Source: an optimization exercise on an open RTL-to-GDS flow (aim: small area and a short achievable clock period). Production flows keep margins and buffers that such runs may drop. Where RTL was checked, it was by simulation tests only, not by an equivalence proof against the original. Function not checked in runs 8 and 9: the RTL went through the layout flow alone. No activity file was given, so power comes from the tool's default toggle rates.

### flow/run.sh
#!/bin/bash
# The standard layout with two changes:
#  - the input and output ports are buffered with plain buffers instead of
#    the delay buffers buffer_ports picks by default;
#  - synthesis leaves adders to ABC instead of mapping them to full/half-adder
#    cells first (ADDER_MAP_FILE empty); registers are unchanged.
# make's full output goes to make.log in the work folder; ORFS keeps each
# tool's log under orfs/logs/.
set -euo pipefail
cd "$(dirname "$0")/.."
bash standard.sh "BUFFER_PORTS_ARGS=-buffer_cell sky130_fd_sc_hd__buf_2" "ADDER_MAP_FILE=" finish > make.log 2>&1
### standard.sh
#!/bin/bash
# synth_recipe.tcl (not shown) runs the flow's synth.tcl, then flattens the netlist and writes it again
# the make line also repeats each setting of config.mk as NAME=value (left out here)
make -C /OpenROAD-flow-scripts/flow DESIGN_CONFIG=/design/flow/config.mk WORK_HOME=/design/flow/orfs CLKGATE_MAP_FILE= SYNTH_SCRIPT=/design/flow/synth_recipe.tcl "${@:-finish}"
### config.mk
export PLATFORM = sky130hd
export DESIGN_NAME = entropy_encode_dc_coefficients
export DESIGN_NICKNAME = entropy_encode_dc_coefficients
export VERILOG_FILES = /design/flow/design.v
export SDC_FILE = /design/flow/constraint.sdc
export NUM_CORES = 4
export LEC_CHECK = 0
export ABC_AREA = 1
export CAP_MARGIN = 20
export CORE_MARGIN = 2
export CORE_UTILIZATION = 65
export CTS_CLUSTER_DIAMETER = 200
export CTS_CLUSTER_SIZE = 50
export GPL_TIMING_DRIVEN = 0
export SETUP_SLACK_MARGIN = 2.85
export SLEW_MARGIN = 20
### constraint.sdc
create_clock -name core_clock -period 5.0 [get_ports {clk}]
set_input_delay 1.0000 -clock core_clock [delete_from_list [all_inputs] [get_ports {clk}]]
set_output_delay 1.0000 -clock core_clock [all_outputs]
set_load 0.01 [all_outputs]
### design.v
`timescale 1ns / 1ps
module entropy_encode_dc_coefficients #(parameter ADDER = 0) (
	input clk,
	input reset_n,
	input in_valid,
	input in_first,
	input [15:0] DcCoeff,
	output out_valid,
	output [31:0] codeword,
	output [5:0] codeword_length
);
reg first_pending;
wire is_first = in_first | first_pending;
reg [15:0] x1;
reg [15:0] pp;        
reg        v1, f1;
always @(posedge clk) begin
	if (!reset_n) begin
		first_pending <= 1'b1;
		v1 <= 1'b0;
	end else begin
		if (in_valid) first_pending <= 1'b0;
		v1 <= in_valid;
	end
	if (in_valid) x1 <= DcCoeff;
	pp <= ~(DcCoeff ^ (x1 & {16{~is_first}}));
	f1 <= is_first;
end
reg        sgn;       
wire [15:0] gg = ~pp & (x1 ^ {16{sgn}});
wire        eq = &pp;                                    
wire [15:0] g0 = {gg[15:1], gg[0] | pp[0]};
wire [16:0] c;
assign c[0] = 1'b1;
genvar b;
generate
	if (ADDER == 1) begin : g_ripple
		for (b = 0; b < 16; b = b + 1) begin : g_r
			assign c[b+1] = g0[b] | (pp[b] & c[b]);
		end
	end else begin : g_sklansky
		wire [15:0] G0 = g0, P0 = pp;
		wire [15:0] G1, P1, G2, P2, G3, P3, G4, P4;
		for (b = 0; b < 16; b = b + 1) begin : g_l0
			if (b & 1) begin : g_node
				assign G1[b] = G0[b] | (P0[b] & G0[((b >> 0) << 0) - 1]);
				assign P1[b] = P0[b] & P0[((b >> 0) << 0) - 1];
			end else begin : g_pass
				assign G1[b] = G0[b];
				assign P1[b] = P0[b];
			end
		end
		for (b = 0; b < 16; b = b + 1) begin : g_l1
			if (b & 2) begin : g_node
				assign G2[b] = G1[b] | (P1[b] & G1[((b >> 1) << 1) - 1]);
				assign P2[b] = P1[b] & P1[((b >> 1) << 1) - 1];
			end else begin : g_pass
				assign G2[b] = G1[b];
				assign P2[b] = P1[b];
			end
		end
		for (b = 0; b < 16; b = b + 1) begin : g_l2
			if (b & 4) begin : g_node
				assign G3[b] = G2[b] | (P2[b] & G2[((b >> 2) << 2) - 1]);
				assign P3[b] = P2[b] & P2[((b >> 2) << 2) - 1];
			end else begin : g_pass
				assign G3[b] = G2[b];
				assign P3[b] = P2[b];
			end
		end
		for (b = 0; b < 16; b = b + 1) begin : g_l3
			if (b & 8) begin : g_node
				assign G4[b] = G3[b] | (P3[b] & G3[((b >> 3) << 3) - 1]);
				assign P4[b] = P3[b] & P3[((b >> 3) << 3) - 1];
			end else begin : g_pass
				assign G4[b] = G3[b];
				assign P4[b] = P3[b];
			end
		end
		assign c[16:1] = G4;
	end
endgenerate
wire [15:0] e = pp ^ c[15:0];
wire        e16 = pp[15] ^ c[16];
wire [16:0] m = {e ^ {16{e16}}, e16};
wire d_neg = sgn ? (~e16 & ~eq) : e16;
always @(posedge clk) begin
	if (in_valid & is_first) sgn <= 1'b0;
	else if (v1) sgn <= d_neg & ~f1;
end
reg [16:0] m2;
reg        v2, f2;
reg [1:0]  cls;    
always @(posedge clk) begin
	if (!reset_n) v2 <= 1'b0;
	else v2 <= v1;
	m2 <= m;
	f2 <= f1;
end
wire [1:0] mcls = (m2 == 17'd0) ? 2'd0 :
                  (m2 <= 17'd2) ? 2'd1 :
                  (m2 <= 17'd4) ? 2'd2 : 2'd3;
always @(posedge clk) begin
	if (v2) cls <= f2 ? 2'd3 : mcls;
end
wire cF = f2;
wire c0 = ~f2 & (cls == 2'd0);
wire c1 = ~f2 & (cls == 2'd1);
wire c2 = ~f2 & (cls == 2'd2);
wire c3 = ~f2 & (cls == 2'd3);
wire mlt4 = (m2[16:2] == 15'd0);      
wire [17:0] lowk;     
assign lowk = cF ? 18'h1f : c1 ? 18'h1 : c3 ? 18'h7 : 18'h0;
wire [16:0] mm = m2 | lowk[16:0];
wire [17:0] cin;      
assign cin[0] = 1'b1;
genvar j;
generate for (j = 1; j < 18; j = j + 1) begin : g_carry
	assign cin[j] = &mm[j-1:0];
end endgenerate
wire inc = ~c2;
wire [17:0] s;
assign s[16:0] = m2 ^ (cin[16:0] & ~lowk[16:0] & {17{inc}});
assign s[17] = inc & cin[17];
wire [17:0] cw = {s[17:3], s[2] | (c2 & mlt4), s[1:0]};
wire [16:0] w = m2 | {12'b0, cF, cF, cF | c3 | c2, cF | c3, cF | c3 | c1};
wire all1 = inc & w[0] & (&(~w[16:1] | w[15:0]));
wire [3:0] nz = {|w[15:12], |w[11:8], |w[7:4], |w[3:0]};
wire [1:0] hi = {nz[3] | nz[2], nz[3] | (~nz[2] & nz[1])};
wire [3:0] nib = nz[3] ? w[15:12] : nz[2] ? w[11:8] : nz[1] ? w[7:4] : w[3:0];
wire [1:0] lo = {nib[3] | nib[2], nib[3] | (~nib[2] & nib[1])};
wire [4:0] flw = w[16] ? 5'd16 : {1'b0, hi, lo};
wire [1:0] sh = cF ? 2'd2 : (c3 | (c2 & mlt4)) ? 2'd1 : 2'd0;
wire [4:0] half = flw + {4'b0, all1} - {3'b0, sh};
wire [5:0] len = {half, c0 | (c2 & mlt4)};
reg        v3;
reg [17:0] cw3;
reg [5:0]  len3;
always @(posedge clk) begin
	if (!reset_n) v3 <= 1'b0;
	else v3 <= v2;
	cw3 <= cw;
	len3 <= len;
end
assign out_valid = v3;
assign codeword = {14'h0, cw3};
assign codeword_length = len3;
endmodule
==> results of run 1 <==
-- cells in the final DEF, fill, tap and decap left out, types with 3 or more instances in the layout --
master	netlist	routed
o21ai_0	9	9
inv_2	6	8
conb_1	1	14
inv_1	49	47
clkbuf_8	0	9
buf_4	15	17
xor2_2	7	7
nor2_2	2	4
buf_2	0	44
nand2_1	113	111
nor2_1	40	38
dfxtp_1	64	62
nand3_1	25	24
clkbuf_1	2	4
nand2_2	6	7
o21ai_1	6	4
nor3_1	5	4
a21oi_1	13	12
nand3b_1	3	3
xor2_1	48	48
o21ai_2	5	7
edfxtp_1	18	18
xnor2_1	12	12
nand4_1	8	8
clkinvlp_4	0	3
-- power by group through the flow --
| stage | combinational (uW) | sequential, uW | clock, uW |
|---|---|---|---|
| global placement | 730 | 981 | 0 |
| detailed placement | 746 | 986 | 0 |
| CTS | 751 | 970 | 427 |
| floorplan | 525 | 1000 | 0 |
| global route | 859 | 1000 | 451 |
| finish | 765 | 982 | 423 |
-- worst max-delay path: cells and delay by family, from the launching register on --
| kind | cells | cell delay, ps |
|---|---|---|
| AOI/OAI and AO/OA | 2 | 250 |
| DFF | 1 | 320 |
| and+or+nand+nor | 13 | 1070 |
| buffers and inverters | 2 | 250 |
-- timing repair --
action,in CTS,in global routing
setup buffers,0,2
endpoints found under the setup margin,0,15
gates resized for setup,0,17
-- stage by stage --
stage	instance area, um2	util [%]	hold slack [ps]	cells
2_1_floorplan	4260	-	322	503
3_3_place_gp	4570	72.4	332	624
3_5_place_dp	4570	72.4	330	624
4_1_cts	4740	75.0	349	640
5_1_grt	4800	76.1	360	642
6_report	4800	76.1	352	642
-- synth_stat cells (3+ instances only) --
cell type | count | area share, %
a21oi_1 | 13 | 1.5
buf_4 | 15 | 2.7
dfxtp_1 | 64 | 30
edfxtp_1 | 18 | 13
inv_1 | 49 | 4.4
inv_2 | 6 | 0.54
nand2_1 | 113 | 10
nand2_2 | 6 | 0.89
nand3_1 | 25 | 3.0
nand3b_1 | 3 | 0.54
nand4_1 | 8 | 1.2
nor2_1 | 40 | 3.6
nor3_1 | 5 | 0.59
o21ai_0 | 9 | 1.1
o21ai_1 | 6 | 0.71
o21ai_2 | 5 | 1.0
xnor2_1 | 12 | 2.5
xor2_1 | 48 | 10
xor2_2 | 7 | 2.7
-- worst paths after layout --
path | to | cells past startpoint | slack [ps] | start
worst min-delay path | f2 | 0 | 350 | f1
worst min register to register | f2 | 0 | 350 | f1
worst max-delay path | m2[12] | 17 | 3010 | sgn
worst max register to register | m2[12] | 17 | 3010 | sgn
-- final cells by class --
type / count / area, um2 / share of cell area, %
Tap cell: 77 / 96.3 / 2.01
Sequential cell: 82 / 1820 / 38.0
Timing Repair Buffer: 46 / 235 / 4.90
Multi-Input combinational cell: 346 / 2100 / 43.8
Clock inverter: 5 / 32.5 / 0.677
Clock buffer: 11 / 131 / 2.74
Inverter: 55 / 206 / 4.30
Buffer: 20 / 175 / 3.65
-- routing by layer --
layer | global-route usage, % | share of wire (%) | vias to the layer above
li1 | - | - | 1666
met1 | 27.8 | 42 | 1493
met2 | 43.0 | 51 | 88
met3 | 3.83 | 4.2 | 13
met4 | 9.96 | 2.2 | 0
met5 | 0 | 0 | -
-- kinds of logic (layout without fill, tap and decap cells) --
| group | after synthesis | count (layout) | share of synthesized area [%] |
|---|---|---|---|
| compound gates | 46 | 46 | 7.26 |
| buf+inv | 75 | 137 | 8.98 |
| other cells | 1 | 14 | 0.0891 |
| flops | 82 | 82 | 43.3 |
| xor+xnor | 69 | 69 | 16.2 |
| simple gates | 217 | 217 | 24.1 |
-- state kept, by name, summed over array words and instances, names as in the netlist, 2 cells and up --
signal / count
cw3: 18
m2: 17
pp: 16
x1: 16
len3: 6
cls: 2
==> run_results.csv, run 1 <==
group,metric,value,unit
power,swShare,38.6,%
setup_path,crit_chain,"buf_8 -> inv_2 -> nand2_1 -> a21oi_2 -> nand2_1 -> nand4_1 -> nand2_2 -> nand2_4 -> nand2_4 -> nand3_1 -> nand2_1 -> nand2_2 -> o21ai_0 -> nand2_1 -> nand2_1 -> nand2_1 -> nand2_1",
synthesis,synthFlopType,"dfxtp_1",
die,coreArea,6310,um2
setup_path,cp_max_fo,10,
synthesis,synth-async-reset-ratio,0,%
die,die_x,84.4,um
clock_tree,cts_sinks,82,
synthesis,post_synth_instance_area,4210,um2
power,pwr-share-comb,35.2,%
clock_tree,hold_buffers,0,
global_route,grt_overflow_total,0,
synthesis,avgSynthCellArea,8.58,um2
power,seqPwrFrac,45.3,%
cells_and_area,drive_gt1_share,23.5,%
clock_tree,tritoncts,"done",
placed_design,pre_cts_slack,2490,ps
die,initial_utilization,66.6,%
setup_path,arrival,2250,ps
route,routed-via-count,3260,
sta,final_hold_viol_count,0,
route,routed_wl,8.21,mm
sta,fin_crit_sh,39.9,%
clock_tree,clockBufferDepth,2,
setup_path,required,5250,ps
power,vdd_ir_drop_max,0.290,mV
setup_path,slowest_stage,"dfxtp_1",
clock_tree,clkSlewWorstSetupHoldPaths,80,ps
power,p_total,2170,uW
placed_design,gp_congestion,0.887,
synthesis,synth_seq_cells,82,
power,power.leakage,0.00225,uW
setup_path,crit_top_cell,"nand2_1",
die,ios,59,
route,vias_per_cell,5.08,
setup_path,crit_path_max_incr_delay,320,ps
sta,rsz0062_at_grt,"true",
global_route,grt_first_pass_wirelength,13.3,mm
clock_tree,clock_latency,360,ps
setup_path,crit_type,"flop to flop",
power,p_clk_share,19.5,%
setup_path,end_kind,"flop",
synthesis,ys_seq_area_share,43.3,%
route,dr.pass1.iters,4,
power,pwr_density_cell,452,nW/um2
die,die_y,84.4,um
route,antenna_left,0,
placed_design,io_buffers,44,
power,intPower,1330,uW
run,maxCapViolCount,0,
clock_tree,cts.htree.levels,3,
cells_and_area,nFillCells,463,
route,avgRoutedWirePerCell,12.8,um
sta,worst_slack,3010,ps
synthesis,yosysWarnings,1,
min_path,hp-class,"flop to flop",
global_route,grt_max_degree,19,
route,drt_iter0_drc,154,
cells_and_area,antenna_cells,0,
global_route,grt_usage,23.7,%
synthesis,synth_edf_count,18,
clock_tree,numCtsBuffers,9,
sta,setup_violations,0,
die,dieArea,7130,um2
sta,fmax,0.501,GHz
outcome,status,"no timing/DRC/antenna violations",
route,drc_errors,0,
synthesis,synth_cells,490,
global_route,antenna_found_initial,0,
sta,setup_tns,0,ps
clock_tree,clock-root-buffer,"clkbuf_8",
global_route,grt_pass1_vias,3032,
power,p_switching,837,uW
die,fp-row-count,29,
sta,slew_viol_final,0,
cells_and_area,area_growth,14.2,%
synthesis,synthDistinctLibCells,48,
sta,fin_crit,1990,ps
cells_and_area,nNetsFinal,580,
sta,skew,12.4,ps
setup_path,startpoint_type,"flop",
placed_design,post-dp-hpwl,6.09,mm
==> run 2: changes to the inputs <==
--- a/config.mk
+++ b/config.mk
@@ -8,9 +8,8 @@
 export ABC_AREA = 1
 export CAP_MARGIN = 20
 export CORE_MARGIN = 2
-export CORE_UTILIZATION = 65
+export CORE_UTILIZATION = 80
 export CTS_CLUSTER_DIAMETER = 200
 export CTS_CLUSTER_SIZE = 50
-export GPL_TIMING_DRIVEN = 0
 export SETUP_SLACK_MARGIN = 2.85
 export SLEW_MARGIN = 20
==> run_results.csv, run 2 <==
group,metric,value,unit
outcome,status,"aborted with a tool error",
outcome,haltStage,"global routing (5_1_grt)",
outcome,error,"[ERROR DPL-0038] Utilization greater than 100%, impossible to legalize",
synthesis,ys_seq_area_share,43.3,%
die,initial_utilization,82.9,%
clock_tree,clockBufferDepth,2,
synthesis,synthDistinctLibCells,48,
synthesis,synth_seq_cells,82,
clock_tree,clock-root-buffer,"clkbuf_8",
synthesis,post_synth_instance_area,4210,um2
die,ios,59,
synthesis,avgSynthCellArea,8.58,um2
clock_tree,cts_sinks,82,
synthesis,yosysWarnings,1,
synthesis,synthTopCellsByArea,"dfxtp_1 30%, edfxtp_1 13%, nand2_1 10%, xor2_1 10%, inv_1 4.4%",
clock_tree,hold_buffers,0,
synthesis,yosysMostFrequentCell,"nand2_1",
placed_design,post-dp-hpwl,6.16,mm
synthesis,synth_top_area_share,30.5,%
sta,worst-ep-kind,"register input",
synthesis,synth_cells,490,
synthesis,synth_commonest_cells,"113 x nand2_1, 64 x dfxtp_1, 49 x inv_1, 48 x xor2_1, 40 x nor2_1",
synthesis,synth_edf_count,18,
die,die_x,76.5,um
placed_design,gp_congestion,0.958,
synthesis,yosysTopAreaCell,"dfxtp_1",
sta,crit_endpoint,"len3[5]$_DFF_P_/D",
placed_design,io_buffers,44,
die,die_y,76.5,um
global_route,grt_max_degree,19,
clock_tree,cts.htree.levels,3,
clock_tree,numCtsBuffers,9,
die,fp-row-count,26,
synthesis,synthFlopType,"dfxtp_1",
synthesis,synth-async-reset-ratio,0,%
[run 2: cell counts after synthesis]
No cell type changed its count.
[run 2: per-stage QoR]
step,total power (uW),area (um2),worst slack (ps),cells,hold slack [ps]
after detailed placement,1710,4390,2330,597,337
after global placement,1670,4390,2500,597,335
after CTS,2250,4670,2850,619,357
after floorplan,1530,4260,3040,503,322
[run 2: repair_timing]
item / CTS
endpoints found under the hold margin: 0
buffers inserted: 6
gates resized for setup: 4
endpoints found under the setup margin: 27
[run 2: logic make-up after synthesis]
| group | synth area share (%) |
|---|---|
| flip-flops | 43.3 |
| AND/OR/NAND/NOR | 24.1 |
| AO/OA/AOI/OAI | 7.26 |
| buffers and inverters | 8.98 |
| XOR/XNOR | 16.2 |
| other | 0.0891 |
[run 2: how the worst min path moves through the flow]
| stage | end | cells after the start |
|---|---|---|
| CTS | f2 | 0 |
| floorplan | f2 | 0 |
| detailed placement | f2 | 0 |
| global placement | f2 | 0 |
[run 2: power groups by stage]
stage,logic [uW],registers (uW),clock network [uW]
4_1_cts,751,978,518
3_5_place_dp,716,995,0
3_3_place_gp,680,985,0
2_1_floorplan,525,1000,0
==> run 3: changes to the inputs <==
--- a/config.mk
+++ b/config.mk
@@ -8,7 +8,7 @@
 export ABC_AREA = 1
 export CAP_MARGIN = 20
 export CORE_MARGIN = 2
-export CORE_UTILIZATION = 80
+export CORE_UTILIZATION = 72
 export CTS_CLUSTER_DIAMETER = 200
 export CTS_CLUSTER_SIZE = 50
 export SETUP_SLACK_MARGIN = 2.85
==> run_results.csv, run 3 <==
group,metric,value,unit
cells_and_area,nFillCells,348,
outcome,status,"no timing/DRC/antenna violations",
clock_tree,clockBufferDepth,2,
power,pwr-share-comb,33.4,%
route,drt_iter0_drc,270,
synthesis,synth_top_area_share,30.5,%
power,power.leakage,0.00216,uW
synthesis,ys_seq_area_share,43.3,%
route,dr.pass1.iters,5,
clock_tree,numCtsBuffers,9,
cells_and_area,largest_register,"cw3",
sta,fin_crit_sh,42.1,%
setup_path,crit_path_max_incr_delay,470,ps
synthesis,synth_commonest_cells,"113 x nand2_1, 64 x dfxtp_1, 49 x inv_1, 48 x xor2_1, 40 x nor2_1",
setup_path,crit_top_cell,"nand2_1",
setup_path,crit_type,"flop to flop",
sta,worst_pin_slew,724,ps
global_route,grt_usage,26.1,%
die,die_y,80.4,um
setup_path,arrival,2360,ps
placed_design,gp_congestion,0.920,
power,pwr_density_cell,475,nW/um2
power,vdd_ir_drop_max,0.290,mV
sta,skew,11.8,ps
cells_and_area,mostFrequentLayoutCells,"112 x nand2_1, 62 x dfxtp_1, 48 x xor2_1",
sta,final_hold_viol_count,0,
setup_path,required,5250,ps
sta,rsz0062_at_grt,"true",
synthesis,synthTopCellsByArea,"dfxtp_1 30%, edfxtp_1 13%, nand2_1 10%, xor2_1 10%, inv_1 4.4%",
synthesis,synth_seq_cells,82,
clock_tree,cts_sinks,82,
synthesis,synth_cells,490,
synthesis,synth_edf_count,18,
setup_path,cp_max_fo,14,
setup_path,slowest_stage,"dfxtp_4",
clock_tree,clock-root-buffer,"clkbuf_8",
power,p_switching,847,uW
route,routed-via-count,3404,
cells_and_area,nNetsFinal,564,
sta,setup_violations,0,
cells_and_area,final_common_cell,"nand2_1",
route,avgRoutedWirePerCell,14.0,um
die,ios,59,
power,intPower,1360,uW
sta,slew_headroom,51.7,%
sta,slew_viol_final,0,
sta,setup_tns,0,ps
route,routed_wl,8.68,mm
setup_path,critPathBufInv,1,
route,drc_errors,0,
global_route,grt_overflow_total,0,
power,swShare,38.3,%
cells_and_area,finalNonFillerCells,621,
cells_and_area,largestRegisters,"cw3 (18), m2 (17)",
synthesis,synthDistinctLibCells,48,
sta,fmax,0.475,GHz
global_route,antenna_found_initial,0,
synthesis,synth-async-reset-ratio,0,%
run,maxCapViolCount,0,
setup_path,crit_chain,"buf_4 -> xor2_1 -> nand2_1 -> o21ai_2 -> a31oi_4 -> nand2_4 -> nand3_1 -> nand2_1 -> nand2_1 -> o21ai_0 -> nand2_1 -> nand3b_1 -> nand2_1",
die,initial_utilization,75.5,%
power,p_clk_share,21.7,%
setup_path,crit_family,"simple AND/OR/NAND/NOR gates",
setup_path,startpoint_type,"flop",
synthesis,avgSynthCellArea,8.58,um2
global_route,grt_max_degree,20,
route,vias_per_cell,5.48,
clock_tree,clock_latency,360,ps
route,antenna_left,0,
clock_tree,clkSlewWorstSetupHoldPaths,90,ps
synthesis,yosysWarnings,1,
clock_tree,cts.htree.levels,3,
cells_and_area,antenna_cells,0,
synthesis,yosysMostFrequentCell,"nand2_1",
die,die_x,80.4,um
synthesis,post_synth_instance_area,4210,um2
global_route,grt_first_pass_wirelength,12.9,mm
die,coreArea,5570,um2
cells_and_area,largest_reg_flops,18,
die,dieArea,6470,um2
synthesis,yosysTopAreaCell,"dfxtp_1",
sta,fin_crit,2100,ps
power,seqPwrFrac,44.9,%
placed_design,io_buffers,44,
die,fp-row-count,27,
min_path,hp-class,"flop to flop",
clock_tree,hold_buffers,0,
cells_and_area,drive_gt1_share,20.9,%
global_route,grt_pass1_vias,3104,
setup_path,end_kind,"flop",
synthesis,synthFlopType,"dfxtp_1",
clock_tree,tritoncts,"done",
placed_design,post-dp-hpwl,5.89,mm
cells_and_area,area_growth,10.7,%
placed_design,place_inst,599,
[run 3: cell counts after synthesis]
Identical to the previous run, type by type.
[run 3: per-stage QoR]
stage	instance area (um2)	hold WS [ps]	util [%]	worst slack [ps]	total power, uW
2_1_floorplan	4260	322	-	3040	1530
3_3_place_gp	4390	344	78.8	2500	1680
3_5_place_dp	4390	348	78.8	2350	1710
4_1_cts	4600	357	82.4	2920	2180
5_1_grt	4660	367	83.5	2690	2350
6_report	4660	354	83.5	2900	2210
[run 3: final timing paths]
kind / start / endpoint / slack (ps) / depth (start not counted)
min reg2reg: f1 / f2 / 350 / 0
max reg2reg: sgn / m2[12] / 2900 / 13
max: sgn / m2[12] / 2900 / 13
min: f1 / f2 / 350 / 0
[run 3: cell type report]
class	instances	area, um2	share of cell area, %
Timing Repair Buffer	50	265	5.70
Sequential cell	82	1830	39.2
Tap cell	72	90.1	1.93
Clock buffer	10	128	2.74
Multi-Input combinational cell	346	2070	44.5
Inverter	55	206	4.43
Clock inverter	6	66.3	1.42
[run 3: kinds of logic after synthesis]
logic type,after synthesis,share of synthesized area (%)
other,1,0.0891
xor gates and xnor gates,69,16.2
AOI/OAI and AO/OA,46,7.26
and+or+nand+nor,217,24.1
buffers and inverters,75,8.98
DFF,82,43.3
[run 3: repair_timing]
action / in CTS / in global routing
buffers inserted: 0 / 6
endpoints found under the setup margin: 20 / 7
resized for setup: 4 / 7
[run 3: routing by layer]
layer	routed length, um	vias up	track usage (%)
met2	4430	162	47.5
met1	3320	1559	28.0
met5	0	-	0
met4	374	0	15.1
met3	551	43	4.72
li1	-	1640	-
[run 3: power by group through the flow]
| stage | registers (uW) | clock network, uW | logic, uW |
|---|---|---|---|
| 2_1_floorplan | 1000 | 0 | 525 |
| 3_3_place_gp | 991 | 0 | 688 |
| 3_5_place_dp | 1000 | 0 | 709 |
| 4_1_cts | 985 | 478 | 715 |
| 5_1_grt | 1010 | 505 | 832 |
| 6_report | 993 | 479 | 739 |
==> run 4: changes to the inputs <==
--- a/config.mk
+++ b/config.mk
@@ -8,7 +8,7 @@
 export ABC_AREA = 1
 export CAP_MARGIN = 20
 export CORE_MARGIN = 2
-export CORE_UTILIZATION = 72
+export CORE_UTILIZATION = 55
 export CTS_CLUSTER_DIAMETER = 200
 export CTS_CLUSTER_SIZE = 50
 export SETUP_SLACK_MARGIN = 2.85
==> run_results.csv, run 4 <==
group,metric,value,unit
global_route,grt_pass1_vias,2819,
clock_tree,clkSlewWorstSetupHoldPaths,90,ps
cells_and_area,largestRegisters,"cw3 (18), m2 (17)",
synthesis,post_synth_instance_area,4210,um2
sta,slew_viol_final,0,
cells_and_area,antenna_cells,0,
synthesis,synth_edf_count,18,
cells_and_area,multi_input_area,2070,um2
clock_tree,clockBufferDepth,2,
cells_and_area,largest_reg_flops,18,
synthesis,yosysTopAreaCell,"dfxtp_1",
route,dr.pass1.iters,4,
synthesis,synthDistinctLibCells,48,
global_route,grt_first_pass_wirelength,12.3,mm
global_route,grt_max_degree,20,
cells_and_area,final_core_util,64.4,%
synthesis,synth-async-reset-ratio,0,%
synthesis,avgSynthCellArea,8.58,um2
clock_tree,numCtsBuffers,9,
power,p_clk_share,22.4,%
synthesis,synth_cells,490,
die,coreArea,7330,um2
run,maxCapViolCount,0,
setup_path,end_kind,"flop",
route,routed-via-count,3079,
sta,rsz0062_at_grt,"true",
clock_tree,hold_buffers,0,
clock_tree,tritoncts,"done",
clock_tree,cts.htree.levels,3,
cells_and_area,drive_gt1_share,20.5,%
placed_design,post-dp-hpwl,5.47,mm
sta,fin_crit_sh,40.4,%
die,initial_utilization,57.4,%
cells_and_area,area_growth,12.2,%
min_path,hp-class,"flop to flop",
sta,fin_crit,2020,ps
outcome,status,"no timing/DRC/antenna violations",
power,power.leakage,0.00219,uW
die,die_y,91.5,um
route,drc_errors,0,
setup_path,crit_type,"flop to flop",
power,swShare,37.1,%
synthesis,yosysMostFrequentCell,"nand2_1",
synthesis,synth_seq_cells,82,
clock_tree,cts_sinks,82,
sta,worst_pin_slew,679,ps
placed_design,gp_congestion,0.829,
cells_and_area,mostFrequentLayoutCells,"113 x nand2_1, 62 x dfxtp_1, 49 x inv_1",
sta,final_hold_viol_count,0,
placed_design,io_buffers,44,
power,intPower,1370,uW
synthesis,synthFlopType,"dfxtp_1",
power,vdd_ir_drop_max,0.176,mV
route,vias_per_cell,4.74,
cells_and_area,nNetsFinal,566,
sta,skew,10.3,ps
sta,setup_tns,0,ps
setup_path,required,5260,ps
global_route,antenna_found_initial,0,
cells_and_area,nFillCells,634,
synthesis,synth_top_area_share,30.5,%
synthesis,ys_seq_area_share,43.3,%
die,dieArea,8360,um2
cells_and_area,final_common_cell,"nand2_1",
clock_tree,clock-root-buffer,"clkbuf_8",
cells_and_area,fin_area,4720,um2
synthesis,synthTopCellsByArea,"dfxtp_1 30%, edfxtp_1 13%, nand2_1 10%, xor2_1 10%, inv_1 4.4%",
route,drt_iter0_drc,88,
cells_and_area,seq_area,1830,um2
power,pwr_density_cell,461,nW/um2
global_route,grt_overflow_total,0,
die,fp-row-count,31,
clock_tree,clock_latency,360,ps
die,ios,59,
sta,slew_headroom,54.7,%
power,pwr-share-comb,32.8,%
synthesis,synth_commonest_cells,"113 x nand2_1, 64 x dfxtp_1, 49 x inv_1, 48 x xor2_1, 40 x nor2_1",
synthesis,yosysWarnings,1,
power,seqPwrFrac,44.9,%
placed_design,placed_cell_area,4430,um2
sta,setup_violations,0,
route,antenna_left,0,
route,routed_wl,7.08,mm
die,die_x,91.5,um
setup_path,cp_max_fo,8,
power,p_switching,808,uW
route,avgRoutedWirePerCell,10.9,um
setup_path,startpoint_type,"flop",
cells_and_area,largest_register,"cw3",
sta,fmax,0.495,GHz
global_route,grt_usage,18.2,%
setup_path,arrival,2280,ps
run 4: cell counts after synthesis:
Identical to the previous run, type by type.
run 4: final timing paths:
kind	start	end	depth (start not counted)	slack (ps)
setup / recovery	m2[16]	len3[4]	16	2980
hold / removal	f1	f2	0	350
setup reg to reg	m2[16]	len3[4]	16	2980
hold reg to reg	f1	f2	0	350
run 4: layout make-up:
cell class | instances | area share, %
tap | 99 | 2.63
clock buffer | 9 | 2.63
multi-input combinational | 346 | 43.8
clock inverter | 7 | 1.62
timing repair buffer | 52 | 6.21
inverter | 55 | 4.38
sequential | 82 | 38.7
run 4: worst max-delay path, cell delays in order (launching register included):
cell and delay (ps):
dfxtp_1 350, inv_1 190, nand2_1 110, nor2_1 100
nand2_1 120, inv_1 70, nand4_1 160, o21ai_2 160
inv_1 80, nand3_1 100, nand2_2 60, nand2_1 90
inv_1 70, nand3_1 110, nand2_1 60, nand2_1 50
nand2_1 40
run 4: metal layers:
layer	wire length (um)	GRT usage (%)
met1	3190	22.4
met4	120	8.46
met3	246	2.99
met2	3520	31.1
met5	0	0
run 4: kinds of logic (layout without fill, tap and decap cells):
logic type / count (synthesis) / count (layout) / synth area share, %
other: 1 / 14 / 0.0891
XOR/XNOR: 69 / 69 / 16.2
AND/OR/NAND/NOR: 217 / 217 / 24.1
AO/OA/AOI/OAI: 46 / 46 / 7.26
buffers and inverters: 75 / 123 / 8.98
flip-flops: 82 / 82 / 43.3
run 4: power groups by stage:
stage / logic (uW) / clock network, uW / registers, uW
after floorplan: 525 / 0 / 1000
after global placement: 694 / 0 / 992
after global routing: 809 / 526 / 999
after detailed placement: 703 / 0 / 994
final: 713 / 487 / 977
after CTS: 705 / 502 / 978
run 4: repair_timing:
item	CTS	global route
buffers inserted	0	8
endpoints found under the setup margin	19	18
pin swaps	0	0
gates resized for setup	3	2
cloned	0	0
run 4: metrics by stage:
step | total power, uW | hold WS (ps) | setup slack (ps) | cells
5_1_grt | 2330 | 362 | 2700 | 650
3_5_place_dp | 1700 | 355 | 2380 | 626
6_report | 2180 | 351 | 2980 | 650
2_1_floorplan | 1530 | 322 | 3040 | 503
3_3_place_gp | 1690 | 350 | 2470 | 626
4_1_cts | 2190 | 358 | 2950 | 642
==> run 5: changes to the inputs <==
--- a/config.mk
+++ b/config.mk
@@ -8,8 +8,9 @@
 export ABC_AREA = 1
 export CAP_MARGIN = 20
 export CORE_MARGIN = 2
-export CORE_UTILIZATION = 55
-export CTS_CLUSTER_DIAMETER = 200
-export CTS_CLUSTER_SIZE = 50
+export CORE_UTILIZATION = 65
+export CTS_BUF_LIST = sky130_fd_sc_hd__clkbuf_8
+export CTS_CLUSTER_DIAMETER = 300
+export CTS_CLUSTER_SIZE = 100
 export SETUP_SLACK_MARGIN = 2.85
 export SLEW_MARGIN = 20
==> run_results.csv, run 5 <==
group,metric,value,unit
outcome,status,"no timing/DRC/antenna violations",
setup_path,crit_chain,"inv_2 -> nand3_1 -> o21ai_1 -> nand2_1 -> nand2_1 -> nand2_1 -> nand2_1 -> nand2_2 -> nand2_1 -> nand2_2 -> nor2_1 -> nor2_2 -> nand3_1 -> nand2_1 -> nand2_1 -> nand2_1",
global_route,grt_max_degree,20,
route,vias_per_cell,5.04,
synthesis,synthMuxAreaShare,0,%
route,routed-via-count,3163,
power,pwr-share-comb,33.7,%
sta,slew_headroom,48.7,%
synthesis,synth_adder_area_share,0,%
setup_path,cp_max_fo,10,
synthesis,synth-async-reset-ratio,0,%
die,ios,59,
cells_and_area,drive_gt1_share,21.4,%
setup_path,crit_type,"flop to flop",
min_path,hp-class,"flop to flop",
synthesis,synth_seq_cells,82,
power,intPower,1320,uW
synthesis,yosysTopAreaCell,"dfxtp_1",
clock_tree,cts_sinks,82,
synthesis,synthXorXnorAreaFrac,16.2,%
route,avgRoutedWirePerCell,11.9,um
cells_and_area,largestRegisters,"cw3 (18), m2 (17)",
clock_tree,tritoncts,"done",
route,drc_errors,0,
placed_design,gp_congestion,0.898,
setup_path,crit_path_max_incr_delay,410,ps
cells_and_area,final_common_cell,"nand2_1",
route,dr.pass1.iters,4,
sta,fin_crit,1980,ps
power,p_switching,827,uW
clock_tree,clock_latency,350,ps
sta,slew_viol_final,0,
global_route,grt_overflow_total,0,
synthesis,avgSynthCellArea,8.58,um2
power,p_total,2140,uW
sta,rsz0062_at_grt,"true",
die,coreArea,6310,um2
sta,setup_tns,0,ps
synthesis,synth_commonest_cells,"113 x nand2_1, 64 x dfxtp_1, 49 x inv_1, 48 x xor2_1, 40 x nor2_1",
cells_and_area,largest_reg_flops,18,
placed_design,place_inst,604,
die,die_y,84.4,um
placed_design,io_buffers,44,
cells_and_area,largest_register,"cw3",
sta,skew,7.20,ps
setup_path,end_kind,"flop",
cells_and_area,nNetsFinal,566,
clock_tree,clkSlewWorstSetupHoldPaths,90,ps
route,wl_met1,3.13,mm
synthesis,synthDistinctLibCells,48,
synthesis,post_synth_instance_area,4210,um2
synthesis,synthTopCellsByArea,"dfxtp_1 30%, edfxtp_1 13%, nand2_1 10%, xor2_1 10%, inv_1 4.4%",
power,p_clk_share,20.1,%
route,drt_iter0_drc,140,
placed_design,post-dp-hpwl,5.69,mm
die,dieArea,7130,um2
power,swShare,38.6,%
run,maxCapViolCount,0,
synthesis,synthSimpleGateAreaFrac,24.1,%
clock_tree,clock-root-buffer,"clkbuf_8",
global_route,antenna_found_initial,0,
power,pwr_density_cell,459,nW/um2
die,die_x,84.4,um
setup_path,arrival,2230,ps
synthesis,synth_edf_count,18,
global_route,grt_usage,22.2,%
sta,fmax,0.505,GHz
synthesis,ys_seq_area_share,43.3,%
global_route,grt_pass1_vias,2978,
global_route,grt_first_pass_wirelength,12.6,mm
sta,final_hold_viol_count,0,
clock_tree,clockBufferDepth,2,
clock_tree,numCtsBuffers,9,
route,routed_wl,7.50,mm
setup_path,crit_top_cell,"nand2_1",
synthesis,yosysMostFrequentCell,"nand2_1",
synthesis,synth_cells,490,
power,seqPwrFrac,46.2,%
synthesis,synth_top_family_by_area,"simple AND/OR/NAND/NOR gates",
synthesis,synthFlopType,"dfxtp_1",
die,fp-row-count,29,
route,top_layer,"met4",
synthesis,synth_top_area_share,30.5,%
sta,fin_crit_sh,39.6,%
synthesis,synth_compound_area_share,7.26,%
cells_and_area,area_growth,11.0,%
cells_and_area,mostFrequentLayoutCells,"112 x nand2_1, 62 x dfxtp_1, 48 x xor2_1",
setup_path,startpoint_type,"flop",
route,dr_wl_met2,3.78,mm
clock_tree,cts.htree.levels,3,
setup_path,required,5250,ps
power,power.leakage,0.00217,uW
power,vdd_ir_drop_max,0.291,mV
synthesis,yosysWarnings,1,
route,wl_met3,396,um
sta,worst_pin_slew,769,ps
cells_and_area,finalNonFillerCells,628,
die,initial_utilization,66.6,%
sta,setup_violations,0,
cells_and_area,antenna_cells,0,
route,antenna_left,0,
setup_path,slowest_stage,"dfxtp_2",
## run 5: worst max-delay path: cells and delay by family (launching register included)
kind,cells,cell delay [ps]
AND/OR/NAND/NOR,14,1150
flip-flops,1,410
AO/OA/AOI/OAI,1,170
buffers and inverters,1,150
## run 5: cell families after synthesis
group                     after synthesis
AOI/OAI and AO/OA                      46
DFF                                    82
buffers and inverters                  75
other                                   1
and+or+nand+nor                       217
xor gates and xnor gates               69
## run 5: power groups by stage
stage / Combinational [uW] / Sequential [uW] / Clock [uW]
after floorplan: 525 / 1000 / 0
after global placement: 692 / 994 / 0
after detailed placement: 710 / 1000 / 0
after CTS: 714 / 984 / 440
after global routing: 818 / 1010 / 468
final: 724 / 990 / 431
## run 5: area by class of cell
class / count / area [um2]
Clock buffer: 9 / 124
Clock inverter: 7 / 55.1
Fill cell: 493 / 1640
Inverter: 55 / 206
Multi-Input combinational cell: 346 / 2080
Sequential cell: 82 / 1830
Tap cell: 77 / 96.3
Timing Repair Buffer: 52 / 280
## run 5: worst paths after layout
check        from  cells after the start      end  slack, ps
min            f1                      0       f2        360
max reg2reg    f2                     16  len3[4]       3020
max            f2                     16  len3[4]       3020
min reg2reg    f1                      0       f2        360
## run 5: through the flow
| step | setup WS, ps | hold WS [ps] | util (%) | area (um2) |
|---|---|---|---|---|
| final | 3020 | 356 | 74.0 | 4670 |
| after global routing | 2840 | 376 | 74.0 | 4670 |
| after CTS | 2940 | 357 | 72.7 | 4590 |
| after detailed placement | 2340 | 350 | 69.7 | 4400 |
| after global placement | 2490 | 348 | 69.7 | 4400 |
| after floorplan | 3040 | 322 | - | 4260 |
## run 5: repair_timing
item | CTS | global route
setup endpoints to repair | 21 | 9
buffers inserted | 0 | 8
hold buffers | 0 | 0
gates resized for setup | 4 | 7
cloned | 0 | 0
## run 5: routing by layer
metal	track usage, %	vias up
li1	-	1641
met1	25.3	1418
met2	39.8	92
met3	5.51	12
met4	9.09	0
met5	0	-
==> run 6: changes to the inputs <==
--- a/config.mk
+++ b/config.mk
@@ -9,8 +9,8 @@
 export CAP_MARGIN = 20
 export CORE_MARGIN = 2
 export CORE_UTILIZATION = 65
-export CTS_BUF_LIST = sky130_fd_sc_hd__clkbuf_8
-export CTS_CLUSTER_DIAMETER = 300
-export CTS_CLUSTER_SIZE = 100
+export CTS_BUF_LIST = sky130_fd_sc_hd__clkbuf_4 sky130_fd_sc_hd__clkbuf_8
+export CTS_CLUSTER_DIAMETER = 60
+export CTS_CLUSTER_SIZE = 20
 export SETUP_SLACK_MARGIN = 2.85
 export SLEW_MARGIN = 20
==> run_results.csv, run 6 <==
group,metric,value,unit
outcome,status,"no timing/DRC/antenna violations",
power,power.leakage,0.00217,uW
clock_tree,clkSlewWorstSetupHoldPaths,90,ps
cells_and_area,largest_reg_flops,18,
cells_and_area,antenna_cells,0,
power,vdd_ir_drop_max,0.291,mV
synthesis,synthSimpleGateAreaFrac,24.1,%
sta,setup_violations,0,
sta,setup_tns,0,ps
clock_tree,clock_latency,350,ps
synthesis,synthXorXnorAreaFrac,16.2,%
route,drt_iter0_drc,140,
synthesis,yosysWarnings,1,
clock_tree,numCtsBuffers,9,
sta,final_hold_viol_count,0,
clock_tree,clock-root-buffer,"clkbuf_8",
setup_path,crit_chain,"inv_2 -> nand3_1 -> o21ai_1 -> nand2_1 -> nand2_1 -> nand2_1 -> nand2_1 -> nand2_2 -> nand2_1 -> nand2_2 -> nor2_1 -> nor2_2 -> nand3_1 -> nand2_1 -> nand2_1 -> nand2_1",
run,maxCapViolCount,0,
clock_tree,cts.htree.levels,3,
synthesis,synth_cells,490,
power,p_switching,827,uW
clock_tree,clockBufferDepth,2,
power,pwr_density_cell,459,nW/um2
setup_path,crit_type,"flop to flop",
synthesis,yosysTopAreaCell,"dfxtp_1",
sta,worst_pin_slew,769,ps
synthesis,post_synth_instance_area,4210,um2
sta,fmax,0.505,GHz
route,wl_met3,396,um
die,ios,59,
setup_path,arrival,2230,ps
setup_path,startpoint_type,"flop",
power,p_clk_share,20.1,%
setup_path,required,5250,ps
die,coreArea,6310,um2
power,seqPwrFrac,46.2,%
synthesis,synthTopCellsByArea,"dfxtp_1 30%, edfxtp_1 13%, nand2_1 10%, xor2_1 10%, inv_1 4.4%",
synthesis,synthFlopType,"dfxtp_1",
route,routed-via-count,3163,
setup_path,cp_max_fo,10,
sta,fin_crit,1980,ps
die,initial_utilization,66.6,%
synthesis,ys_seq_area_share,43.3,%
sta,rsz0062_at_grt,"true",
setup_path,crit_top_cell,"nand2_1",
route,wl_met1,3.13,mm
synthesis,synth_top_area_share,30.5,%
die,die_y,84.4,um
placed_design,gp_congestion,0.898,
synthesis,synthDistinctLibCells,48,
global_route,grt_max_degree,20,
setup_path,crit_family,"simple AND/OR/NAND/NOR gates",
route,routed_wl,7.50,mm
sta,fin_crit_sh,39.6,%
clock_tree,tritoncts,"done",
synthesis,synth_seq_cells,82,
min_path,hp-class,"flop to flop",
synthesis,synth_commonest_cells,"113 x nand2_1, 64 x dfxtp_1, 49 x inv_1, 48 x xor2_1, 40 x nor2_1",
route,antenna_left,0,
cells_and_area,area_growth,11.0,%
power,pwr-share-comb,33.7,%
cells_and_area,nNetsFinal,566,
placed_design,post-dp-hpwl,5.69,mm
sta,slew_viol_final,0,
global_route,antenna_found_initial,0,
route,avgRoutedWirePerCell,11.9,um
synthesis,synthMuxAreaShare,0,%
cells_and_area,nFillCells,493,
global_route,grt_pass1_vias,2978,
global_route,grt_usage,22.2,%
cells_and_area,final_common_cell,"nand2_1",
clock_tree,cts_sinks,82,
setup_path,r2r_setup_slack,3020,ps
synthesis,synth_compound_area_share,7.26,%
power,intPower,1320,uW
setup_path,crit_path_max_incr_delay,410,ps
die,die_x,84.4,um
route,dr_wl_met2,3.78,mm
power,swShare,38.6,%
synthesis,avgSynthCellArea,8.58,um2
die,fp-row-count,29,
global_route,grt_first_pass_wirelength,12.6,mm
setup_path,critPathBufInv,1,
cells_and_area,largestRegisters,"cw3 (18), m2 (17)",
synthesis,yosysMostFrequentCell,"nand2_1",
route,top_layer,"met4",
synthesis,synth-async-reset-ratio,0,%
route,vias_per_cell,5.04,
route,drc_errors,0,
die,dieArea,7130,um2
synthesis,synth_top_family_by_area,"simple AND/OR/NAND/NOR gates",
global_route,grt_overflow_total,0,
sta,skew,7.20,ps
power,p_total,2140,uW
placed_design,io_buffers,44,
setup_path,slowest_stage,"dfxtp_2",
synthesis,synth_adder_area_share,0,%
cells_and_area,drive_gt1_share,21.4,%
cells_and_area,mostFrequentLayoutCells,"112 x nand2_1, 62 x dfxtp_1, 48 x xor2_1",
setup_path,end_kind,"flop",
synthesis,synth_edf_count,18,
cells_and_area,largest_register,"cw3",
sta,slew_headroom,48.7,%
route,dr.pass1.iters,4,
-- run 6: cell counts in the layout (fill, tap and decap cells not counted) --
No cell type changed its count.
-- run 6: per-layer routing --
layer	vias to the layer above	track usage [%]
li1	1641	-
met1	1418	25.3
met2	92	39.8
met3	12	5.51
met4	0	9.09
met5	-	0
-- run 6: worst register-to-register path: stages, from the launching register on --
cell and delay [ps]:
dfxtp_2 410, inv_2 160, nand3_1 200, o21ai_1 170, nand2_1 60, nand2_1 60
nand2_1 50, nand2_1 70, nand2_2 60, nand2_1 70, nand2_2 70, nor2_1 190
nor2_2 80, nand3_1 90, nand2_1 60, nand2_1 50, nand2_1 50
-- run 6: logic make-up (layout without fill, tap and decap cells) --
group / after synthesis / count (layout)
flops: 82 / 82
xor+xnor: 69 / 69
other cells: 1 / 14
compound gates: 46 / 46
buf+inv: 75 / 123
simple gates: 217 / 217
-- run 6: final cells by class --
cell class	count	area [um2]	area share [%]
Inverter	55	206	4.42
Clock inverter	7	55.1	1.18
Tap cell	77	96.3	2.06
Clock buffer	9	124	2.65
Timing Repair Buffer	52	280	6.00
Sequential cell	82	1830	39.1
Multi-Input combinational cell	346	2080	44.6
-- run 6: final timing paths --
kind,end,start,cells after the start
min,f2,f1,0
max reg2reg,len3[4],f2,16
max,len3[4],f2,16
min reg2reg,f2,f1,0
-- run 6: power groups by stage --
stage / Combinational, uW / Clock [uW] / Sequential, uW
final: 724 / 431 / 990
after global routing: 818 / 468 / 1010
after CTS: 714 / 440 / 984
after detailed placement: 710 / 0 / 1000
after global placement: 692 / 0 / 994
after floorplan: 525 / 0 / 1000
-- run 6: metrics by stage --
stage	cells	setup slack (ps)	hold slack, ps	instance area [um2]	util, %
4_1_cts	620	2940	357	4590	72.7
3_5_place_dp	604	2340	350	4400	69.7
5_1_grt	628	2840	376	4670	74.0
3_3_place_gp	604	2490	348	4400	69.7
6_report	628	3020	356	4670	74.0
2_1_floorplan	503	3040	322	4260	-
-- run 6: timing repair --
action | in CTS | in global routing
hold buffers | 0 | 0
gates resized for setup | 4 | 7
setup buffers | 0 | 8
endpoints found under the setup margin | 21 | 9
pin swaps | 0 | 0
==> run 7: changes to the inputs <==
--- a/flow/run.sh
+++ b/flow/run.sh
@@ -8,4 +8,4 @@
 # tool's log under orfs/logs/.
 set -euo pipefail
 cd "$(dirname "$0")/.."
-bash standard.sh "BUFFER_PORTS_ARGS=-buffer_cell sky130_fd_sc_hd__buf_2" "ADDER_MAP_FILE=" finish > make.log 2>&1
+bash standard.sh "BUFFER_PORTS_ARGS=-buffer_cell sky130_fd_sc_hd__buf_1" "ADDER_MAP_FILE=" finish > make.log 2>&1
--- a/config.mk
+++ b/config.mk
@@ -9,8 +9,7 @@
 export CAP_MARGIN = 20
 export CORE_MARGIN = 2
 export CORE_UTILIZATION = 65
-export CTS_BUF_LIST = sky130_fd_sc_hd__clkbuf_4 sky130_fd_sc_hd__clkbuf_8
-export CTS_CLUSTER_DIAMETER = 60
-export CTS_CLUSTER_SIZE = 20
+export CTS_CLUSTER_DIAMETER = 200
+export CTS_CLUSTER_SIZE = 50
 export SETUP_SLACK_MARGIN = 2.85
 export SLEW_MARGIN = 20
==> run_results.csv, run 7 <==
group,metric,value,unit
power,vdd_ir_drop_max,0.287,mV
sta,setup_violations,0,
route,routed_wl,7.60,mm
global_route,antenna_found_initial,0,
cells_and_area,nNetsFinal,569,
setup_path,timing.rr.end,"m2[12]",
clock_tree,hold_buffers,0,
synthesis,synth_edf_count,18,
sta,worst_slack,2980,ps
setup_path,cp_max_fo,15,
route,antenna_left,0,
cells_and_area,antenna_cells,0,
setup_path,startpoint_type,"flop",
clock_tree,clkSlewWorstSetupHoldPaths,90,ps
die,ios,59,
min_path,hold_path_depth,0,
placed_design,gp_congestion,0.903,
route,drc_errors,0,
synthesis,synthTopCellsByArea,"dfxtp_1 30%, edfxtp_1 13%, nand2_1 10%, xor2_1 10%, inv_1 4.4%",
setup_path,r2r_setup_slack,2980,ps
setup_path,end_kind,"flop",
clock_tree,numCtsBuffers,9,
setup_path,r2r_start,"sgn",
power,pwr_density_cell,462,nW/um2
sta,setup_tns,0,ps
sta,final_hold_viol_count,0,
min_path,min_to,"f2",
cells_and_area,drive_gt1_share,13.7,%
cells_and_area,fin_area,4660,um2
route,vias_per_cell,4.97,
cells_and_area,final_common_cell,"nand2_1",
cells_and_area,largestRegisters,"cw3 (18), m2 (17)",
placed_design,placed_cell_area,4350,um2
synthesis,synthFlopType,"dfxtp_1",
die,die_y,84.4,um
sta,fin_crit,2020,ps
die,dieArea,7130,um2
placed_design,io_buffers,44,
sta,slew_headroom,34.1,%
global_route,grt_pass1_vias,2954,
synthesis,yosysMostFrequentCell,"nand2_1",
setup_path,arrival,2260,ps
synthesis,synth-async-reset-ratio,0,%
route,routed-via-count,3135,
clock_tree,tritoncts,"done",
sta,skew,7.73,ps
synthesis,ys_seq_area_share,43.3,%
setup_path,required,5240,ps
sta,fin_crit_sh,40.3,%
synthesis,synth_seq_cells,82,
setup_path,crit_type,"flop to flop",
synthesis,avgSynthCellArea,8.58,um2
power,power.leakage,0.00207,uW
clock_tree,clockBufferDepth,2,
clock_tree,cts_sinks,82,
die,die_x,84.4,um
route,dr.pass1.iters,4,
global_route,grt_first_pass_wirelength,12.5,mm
setup_path,reg2reg_depth,15,
sta,worst_pin_slew,989,ps
die,coreArea,6310,um2
die,fp-row-count,29,
cells_and_area,mostFrequentLayoutCells,"112 x nand2_1, 62 x dfxtp_1, 48 x xor2_1",
outcome,status,"no timing/DRC/antenna violations",
clock_tree,cts.htree.levels,3,
global_route,grt_usage,21.8,%
global_route,grt_max_degree,20,
route,avgRoutedWirePerCell,12.0,um
clock_tree,clock_latency,350,ps
placed_design,post-dp-hpwl,5.58,mm
route,drt_iter0_drc,106,
sta,rsz0062_at_grt,"true",
synthesis,yosysWarnings,1,
min_path,hp-start,"f1",
synthesis,synth_top_area_share,30.5,%
placed_design,pre_cts_slack,2360,ps
synthesis,synthDistinctLibCells,48,
synthesis,synth_commonest_cells,"113 x nand2_1, 64 x dfxtp_1, 49 x inv_1, 48 x xor2_1, 40 x nor2_1",
cells_and_area,largest_register,"cw3",
cells_and_area,largest_reg_flops,18,
run,maxCapViolCount,0,
die,initial_utilization,66.6,%
synthesis,synth_cells,490,
global_route,grt_overflow_total,0,
sta,slew_viol_final,0,
sta,fmax,0.496,GHz
synthesis,post_synth_instance_area,4210,um2
min_path,hp-class,"flop to flop",
cells_and_area,area_growth,10.7,%
synthesis,yosysTopAreaCell,"dfxtp_1",
clock_tree,clock-root-buffer,"clkbuf_8",
==> run 7: power breakdown <==
group          switching (uW)  internal (uW)
clock                     242            212
sequential                146            848
combinational             435            269
==> run 7: stage by stage <==
step | hold WS [ps] | std cells | total power [uW] | util [%]
floorplan | 322 | 503 | 1530 | -
global placement | 351 | 604 | 1660 | 68.8
detailed placement | 359 | 604 | 1680 | 68.8
CTS | 374 | 620 | 2130 | 71.9
global route | 378 | 631 | 2310 | 73.8
finish | 360 | 631 | 2150 | 73.8
==> run 7: area by class of cell <==
cell class / count / area [um2]
sequential: 82 / 1830
clock buffer: 11 / 153
clock inverter: 5 / 37.5
fill: 487 / 1660
multi-input combinational: 346 / 2080
inverter: 55 / 206
timing repair buffer: 55 / 260
tap: 77 / 96.3
==> run 7: worst max-delay path by stage <==
stage / depth (start not counted) / startpoint / slack [ps] / to
floorplan: 4 / in_first / 3040 / pp[10]
global placement: 13 / sgn / 2500 / sgn
detailed placement: 13 / sgn / 2360 / sgn
CTS: 17 / f2 / 2850 / len3[4]
global route: 14 / sgn / 2820 / sgn
finish: 15 / sgn / 2980 / m2[12]
==> run 7: kinds of logic (layout without fill, tap and decap cells) <==
| kind of cell | Yosys count | in the layout | share of synthesized area [%] |
|---|---|---|---|
| AO/OA/AOI/OAI | 46 | 46 | 7.26 |
| XOR/XNOR | 69 | 69 | 16.2 |
| buffers and inverters | 75 | 126 | 8.98 |
| flip-flops | 82 | 82 | 43.3 |
| other | 1 | 14 | 0.0891 |
| AND/OR/NAND/NOR | 217 | 217 | 24.1 |
==> run 7: per-layer routing <==
layer | vias to the layer above | wire length [um] | GRT usage, %
li1 | 1641 | - | -
met1 | 1407 | 3400 | 25.0
met2 | 79 | 3770 | 39.7
met3 | 8 | 304 | 3.54
met4 | 0 | 119 | 9.96
met5 | - | 0 | 0
==> run 7: worst max-delay path: stages (launching register included) <==
cell     delay, ps
dfxtp_4        430
buf_4          160
xnor2_1        210
o21ai_1         80
o21ai_1        110
nand2_2        100
nand2_2         90
nand2_4         80
nand3_1        100
nand2_1         80
nand2_1         90
o21ai_0        100
nand2_1        120
nand2_1         60
nand2_1         60
nand2_1         40
==> run 7: what timing repair did <==
item,in CTS,in global routing
pin swaps,0,1
buffers inserted,0,11
endpoints found under the setup margin,18,22
resized for setup,2,9
==> run 8: changes to the inputs <==
--- a/design.v
+++ b/design.v
@@ -100,14 +100,18 @@
 wire [1:0] mcls = (m2 == 17'd0) ? 2'd0 :
                   (m2 <= 17'd2) ? 2'd1 :
                   (m2 <= 17'd4) ? 2'd2 : 2'd3;
+wire [1:0] ncls = ~v2 ? cls : f2 ? 2'd3 : mcls;
 always @(posedge clk) begin
 	if (v2) cls <= f2 ? 2'd3 : mcls;
 end
+reg c0, c1, c2, c3;
+always @(posedge clk) begin
+	c0 <= ~f1 & (ncls == 2'd0);
+	c1 <= ~f1 & (ncls == 2'd1);
+	c2 <= ~f1 & (ncls == 2'd2);
+	c3 <= ~f1 & (ncls == 2'd3);
+end
 wire cF = f2;
-wire c0 = ~f2 & (cls == 2'd0);
-wire c1 = ~f2 & (cls == 2'd1);
-wire c2 = ~f2 & (cls == 2'd2);
-wire c3 = ~f2 & (cls == 2'd3);
 wire mlt4 = (m2[16:2] == 15'd0);      
 wire [17:0] lowk;     
 assign lowk = cF ? 18'h1f : c1 ? 18'h1 : c3 ? 18'h7 : 18'h0;
--- a/flow/run.sh
+++ b/flow/run.sh
@@ -8,4 +8,4 @@
 # tool's log under orfs/logs/.
 set -euo pipefail
 cd "$(dirname "$0")/.."
-bash standard.sh "BUFFER_PORTS_ARGS=-buffer_cell sky130_fd_sc_hd__buf_1" "ADDER_MAP_FILE=" finish > make.log 2>&1
+bash standard.sh "BUFFER_PORTS_ARGS=-buffer_cell sky130_fd_sc_hd__buf_2" "ADDER_MAP_FILE=" finish > make.log 2>&1
==> run_results.csv, run 8 <==
group,metric,value,unit
global_route,grt_overflow_total,0,
die,initial_utilization,66.4,%
global_route,grt_util_met3,4.95,%
power,p_total,2090,uW
sta,rsz0062_at_grt,"true",
global_route,grt_max_degree,19,
clock_tree,clockBufferDepth,2,
sta,slew_headroom,53.7,%
synthesis,synthTopCellsByArea,"dfxtp_1 34%, nand2_1 12%, edfxtp_1 12%, xor2_1 10%, inv_1 5.9%",
die,coreArea,6240,um2
die,ios,59,
synthesis,yosysMostFrequentCell,"nand2_1",
clock_tree,hold_buffers,0,
setup_path,required,5260,ps
route,dr.pass1.iters,4,
synthesis,synth_cells,519,
setup_path,end_kind,"flop",
placed_design,post-dp-hpwl,5.34,mm
route,routed-via-count,3255,
synthesis,post_synth_instance_area,4140,um2
die,dieArea,7030,um2
clock_tree,numCtsBuffers,9,
placed_design,io_buffers,44,
die,die_x,83.8,um
cells_and_area,mostFrequentLayoutCells,"129 x nand2_1, 64 x dfxtp_1, 62 x inv_1",
setup_path,crit_family,"simple AND/OR/NAND/NOR gates",
sta,slew_viol_final,0,
clock_tree,clock_latency,350,ps
global_route,antenna_found_initial,0,
global_route,grt_first_pass_wirelength,12.2,mm
setup_path,crit_path_max_incr_delay,390,ps
setup_path,slowest_stage,"dfxtp_1",
clock_tree,clock-root-buffer,"clkbuf_8",
die,die_y,83.8,um
global_route,met1_usage,24.1,%
route,avgRoutedWirePerCell,10.8,um
sta,fin_crit,2000,ps
sta,fmax,0.500,GHz
setup_path,startpoint_type,"flop",
setup_path,cp_max_fo,4,
global_route,grt_pass1_vias,3044,
setup_path,arrival,2260,ps
route,routed_wl,7.13,mm
global_route,grt_usage,21.4,%
min_path,hp-class,"flop to flop",
route,antenna_left,0,
setup_path,crit_chain,"inv_1 -> o21ai_2 -> nand2_2 -> nor2_4 -> nand4_4 -> nor2_4 -> nand4_2 -> or2_4 -> nor2_2 -> xor2_1 -> inv_1",
die,fp-row-count,29,
power,power.leakage,0.00225,uW
route,drc_errors,0,
cells_and_area,area_growth,13.6,%
power,pwr_density_cell,444,nW/um2
cells_and_area,final_core_util,75.4,%
synthesis,synth-async-reset-ratio,0,%
cells_and_area,final_common_cell,"nand2_1",
cells_and_area,antenna_cells,0,
global_route,use_met2,38.3,%
cells_and_area,finalNonFillerCells,660,
synthesis,synthFlopType,"dfxtp_1",
cells_and_area,nNetsFinal,598,
setup_path,crit_type,"flop to flop",
cells_and_area,largestRegisters,"cw3 (18), m2 (17)",
sta,worst_pin_slew,693,ps
synthesis,synth_seq_cells,86,
cells_and_area,largest_register,"cw3",
placed_design,gp_congestion,0.895,
route,drt_iter0_drc,83,
sta,worst_slack,3000,ps
cells_and_area,largest_reg_flops,18,
sta,skew,8.34,ps
global_route,grt-busiest-layer,"met2",
synthesis,synth_top_area_share,33.8,%
cells_and_area,drive_gt1_share,18.7,%
synthesis,synth_commonest_cells,"129 x nand2_1, 70 x dfxtp_1, 65 x inv_1, 49 x xor2_1, 46 x nor2_1",
placed_design,pre_cts_slack,2210,ps
sta,fin_crit_sh,40.0,%
synthesis,ys_seq_area_share,45.4,%
clock_tree,tritoncts,"done",
synthesis,synth_edf_count,16,
synthesis,synthDistinctLibCells,36,
route,vias_per_cell,4.93,
placed_design,place_inst,635,
setup_path,critPathBufInv,2,
sta,setup_violations,0,
run,maxCapViolCount,0,
synthesis,avgSynthCellArea,7.98,um2
power,vdd_ir_drop_max,0.369,mV
clock_tree,clkSlewWorstSetupHoldPaths,90,ps
synthesis,yosysTopAreaCell,"dfxtp_1",
sta,final_hold_viol_count,0,
clock_tree,cts.htree.levels,3,
clock_tree,cts_sinks,86,
synthesis,yosysWarnings,1,
outcome,status,"no timing/DRC/antenna violations",
sta,setup_tns,0,ps
[run 8: path summary, 6_finish.rpt]
path / from / cells past startpoint / slack [ps] / end
max: m2[1] / 11 / 3000 / cw3[16]
min: f1 / 0 / 380 / f2
min reg2reg: f1 / 0 / 380 / f2
max reg2reg: m2[1] / 11 / 3000 / cw3[16]
[run 8: area by class of cell]
| type | count | area, um2 |
|---|---|---|
| tap | 77 | 96.3 |
| multi-input combinational | 360 | 1980 |
| timing repair buffer | 53 | 292 |
| inverter | 68 | 258 |
| clock buffer | 12 | 156 |
| fill | 478 | 1540 |
| clock inverter | 4 | 27.5 |
| sequential | 86 | 1890 |
[run 8: per-layer routing]
layer	vias up	part of all wire (%)	routed length [um]
met2	73	51	3650
met1	1455	43	3060
met4	0	2.0	145
met5	-	0	0
met3	13	3.8	268
li1	1714	-	-
[run 8: stage by stage]
step	area, um2	hold WS [ps]
floorplan	4190	360
global placement	4370	380
detailed placement	4370	381
CTS	4570	392
global route	4710	402
finish	4710	384
[run 8: cell families (layout without fill, tap and decap cells)]
group	Yosys count	after routing	synth area share [%]
AND/OR/NAND/NOR	236	236	25.1
flip-flops	86	86	45.4
XOR/XNOR	66	66	14.0
buffers and inverters	86	137	9.51
AO/OA/AOI/OAI	44	44	5.95
other	1	14	0.0905
[run 8: timing repair]
action                                  in CTS  in global routing
cloned                                       0                  0
endpoints found under the setup margin      18                 13
buffers inserted                             1                  8
hold endpoints to repair                     0                  0
resized for setup                            3                 23
pin swaps                                    0                  5
[run 8: report_power, final]
group / switching [uW] / internal (uW)
Combinational: 375 / 260
Sequential: 122 / 876
Clock: 243 / 212
==> run 9: changes to the inputs <==
--- a/config.mk
+++ b/config.mk
@@ -11,5 +11,5 @@
 export CORE_UTILIZATION = 65
 export CTS_CLUSTER_DIAMETER = 200
 export CTS_CLUSTER_SIZE = 50
-export SETUP_SLACK_MARGIN = 2.85
+export SETUP_SLACK_MARGIN = 2.95
 export SLEW_MARGIN = 20
==> run_results.csv, run 9 <==
group,metric,value,unit
outcome,status,"no timing/DRC/antenna violations",
route,dr.pass1.iters,4,
cells_and_area,final_common_cell,"nand2_1",
synthesis,synthTopCellsByArea,"dfxtp_1 34%, nand2_1 12%, edfxtp_1 12%, xor2_1 10%, inv_1 5.9%",
synthesis,synth_commonest_cells,"129 x nand2_1, 70 x dfxtp_1, 65 x inv_1, 49 x xor2_1, 46 x nor2_1",
route,routed-via-count,3395,
sta,slew_headroom,53.8,%
cells_and_area,largest_reg_flops,18,
synthesis,yosysMostFrequentCell,"nand2_1",
clock_tree,hold_buffers,0,
global_route,grt_usage,21.5,%
clock_tree,cts.htree.levels,3,
power,vdd_ir_drop_max,0.379,mV
sta,slew_viol_final,0,
synthesis,ys_seq_area_share,45.4,%
setup_path,crit_chain,"buf_6 -> buf_6 -> nand2_2 -> nand2_1 -> nor2_2 -> nand2_1 -> o21ai_2 -> a31oi_2 -> nand2_4 -> nand2_4 -> nand3_4 -> nand2_4 -> buf_12 -> nand2_4 -> nand3_2 -> a21oi_1",
die,fp-row-count,29,
sta,skew,8.96,ps
clock_tree,clock-root-buffer,"clkbuf_8",
synthesis,yosysTopAreaCell,"dfxtp_1",
min_path,hp-class,"flop to flop",
cells_and_area,antenna_cells,0,
setup_path,crit_path_max_incr_delay,390,ps
route,vias_per_cell,5.01,
route,antenna_left,0,
sta,holdWs,383,ps
die,ios,59,
global_route,antenna_found_initial,0,
sta,final_hold_viol_count,0,
die,die_y,83.8,um
cells_and_area,drive_gt1_share,28.0,%
setup_path,r2r_setup_slack,2990,ps
synthesis,avgSynthCellArea,7.98,um2
synthesis,post_synth_instance_area,4140,um2
synthesis,synthFlopType,"dfxtp_1",
global_route,grt_pass1_vias,3054,
synthesis,synth_edf_count,16,
clock_tree,clockBufferDepth,2,
cells_and_area,largestRegisters,"cw3 (18), m2 (17)",
setup_path,cp_max_fo,7,
sta,setup_tns,0,ps
die,dieArea,7030,um2
global_route,grt_util_met3,4.95,%
sta,rsz0062_at_grt,"true",
global_route,grt_max_degree,19,
clock_tree,cts_sinks,86,
min_path,hold_path_depth,0,
setup_path,crit_top_cell,"nand2_4",
sta,fmax,0.498,GHz
power,pwr_density_cell,437,nW/um2
setup_path,crit_type,"flop to flop",
setup_path,startpoint_type,"flop",
cells_and_area,nNetsFinal,616,
cells_and_area,final_core_util,80.9,%
setup_path,slowest_stage,"dfxtp_4",
setup_path,r2r_start,"sgn",
clock_tree,numCtsBuffers,9,
placed_design,io_buffers,44,
setup_path,crit_family,"simple AND/OR/NAND/NOR gates",
die,die_x,83.8,um
synthesis,synth_top_area_share,33.8,%
setup_path,end_kind,"flop",
route,drc_errors,0,
clock_tree,tritoncts,"done",
cells_and_area,mostFrequentLayoutCells,"116 x nand2_1, 59 x inv_1, 57 x dfxtp_1",
clock_tree,clock_latency,350,ps
setup_path,arrival,2290,ps
clock_tree,clkSlewWorstSetupHoldPaths,80,ps
sta,fin_crit_sh,40.2,%
synthesis,synth-async-reset-ratio,0,%
die,coreArea,6240,um2
synthesis,synthDistinctLibCells,36,
global_route,use_met2,38.7,%
setup_path,reg2reg_depth,16,
global_route,met1_usage,24.0,%
placed_design,gp_congestion,0.895,
synthesis,synth_seq_cells,86,
global_route,grt_overflow_total,0,
global_route,grt-busiest-layer,"met2",
power,p_total,2210,uW
cells_and_area,area_growth,21.9,%
sta,worst_pin_slew,692,ps
min_path,hp-start,"f1",
synthesis,yosysWarnings,1,
global_route,grt_first_pass_wirelength,12.3,mm
route,drt_iter0_drc,162,
setup_path,timing.rr.end,"sgn",
setup_path,critPathBufInv,3,
min_path,min_to,"f2",
route,routed_wl,8.05,mm
synthesis,synth_cells,519,
power,power.leakage,0.00239,uW
cells_and_area,largest_register,"cw3",
sta,setup_violations,0,
setup_path,required,5280,ps
route,avgRoutedWirePerCell,11.9,um
placed_design,post-dp-hpwl,5.34,mm
run,maxCapViolCount,0,
sta,fin_crit,2010,ps
die,initial_utilization,66.4,%
## run 9: cell count changes in the layout (fill, tap and decap cells not counted), sizes merged
cell    previous run  this run
clkbuf            12        13
buf               53        70
## run 9: cell type report
type	count	area, um2
Clock inverter	4	27.5
Tap cell	77	96.3
Inverter	68	258
Clock buffer	12	156
Multi-Input combinational cell	360	2130
Timing Repair Buffer	71	468
Sequential cell	86	1910
Fill cell	418	1190
## run 9: kinds of logic (layout without fill, tap and decap cells)
kind of cell / Yosys count / in the layout / synth area share (%)
AO/OA/AOI/OAI: 44 / 44 / 5.95
buffers and inverters: 86 / 155 / 9.51
flip-flops: 86 / 86 / 45.4
XOR/XNOR: 66 / 66 / 14.0
other: 1 / 14 / 0.0905
AND/OR/NAND/NOR: 236 / 236 / 25.1
## run 9: routing by layer
metal	share of wire, %	vias up
met5	0	-
met4	2.5	0
met3	5.0	20
met2	50	90
met1	42	1535
li1	-	1750
## run 9: worst max path at each step
stage	slack, ps	cells past startpoint	to	from
after floorplan	3040	4	pp[10]	in_first
after detailed placement	2210	14	m2[12]	sgn
after global placement	2300	14	m2[12]	sgn
after CTS	2930	16	len3[4]	m2[13]
after global routing	2780	14	m2[8]	sgn
final	2990	16	sgn	sgn
## run 9: worst register-to-register path, stage by stage, from the launching register on
cell and delay [ps]:
dfxtp_4 390, buf_6 140, buf_6 110, nand2_2 40, nand2_1 60, nor2_2 150, nand2_1 100, o21ai_2 80
a31oi_2 130, nand2_4 130, nand2_4 70, nand3_4 90, nand2_4 70, buf_12 140, nand2_4 50, nand3_2 50
a21oi_1 140
## run 9: power breakdown
group	internal, uW	total, uW	switching (uW)
logic	310	732	422
registers	886	1020	133
clock network	213	458	246
total	1410	2210	800
## run 9: repair_timing
| action | 4_1_cts | 5_1_grt |
|---|---|---|
| pin swaps | 1 | 27 |
| cloned | 0 | 1 |
| endpoints found under the setup margin | 36 | 22 |
| setup buffers | 2 | 24 |
| gates resized for setup | 10 | 77 |
## run 9: per-stage QoR
stage	cell area [um2]	setup slack, ps	cells
floorplan	4190	3040	532
global placement	4370	2300	635
detailed placement	4370	2210	635
CTS	4610	2930	653
global route	5050	2780	678
finish	5050	2990	678

Setup slack of run 9, layout unchanged: 2.990 ns with ideal ports, 2.990 ns with driving cells assumed (clock clkbuf_16, inputs buf_2), 2.891 ns with port delays also shifted by the 0.380 ns mid clock arrival.
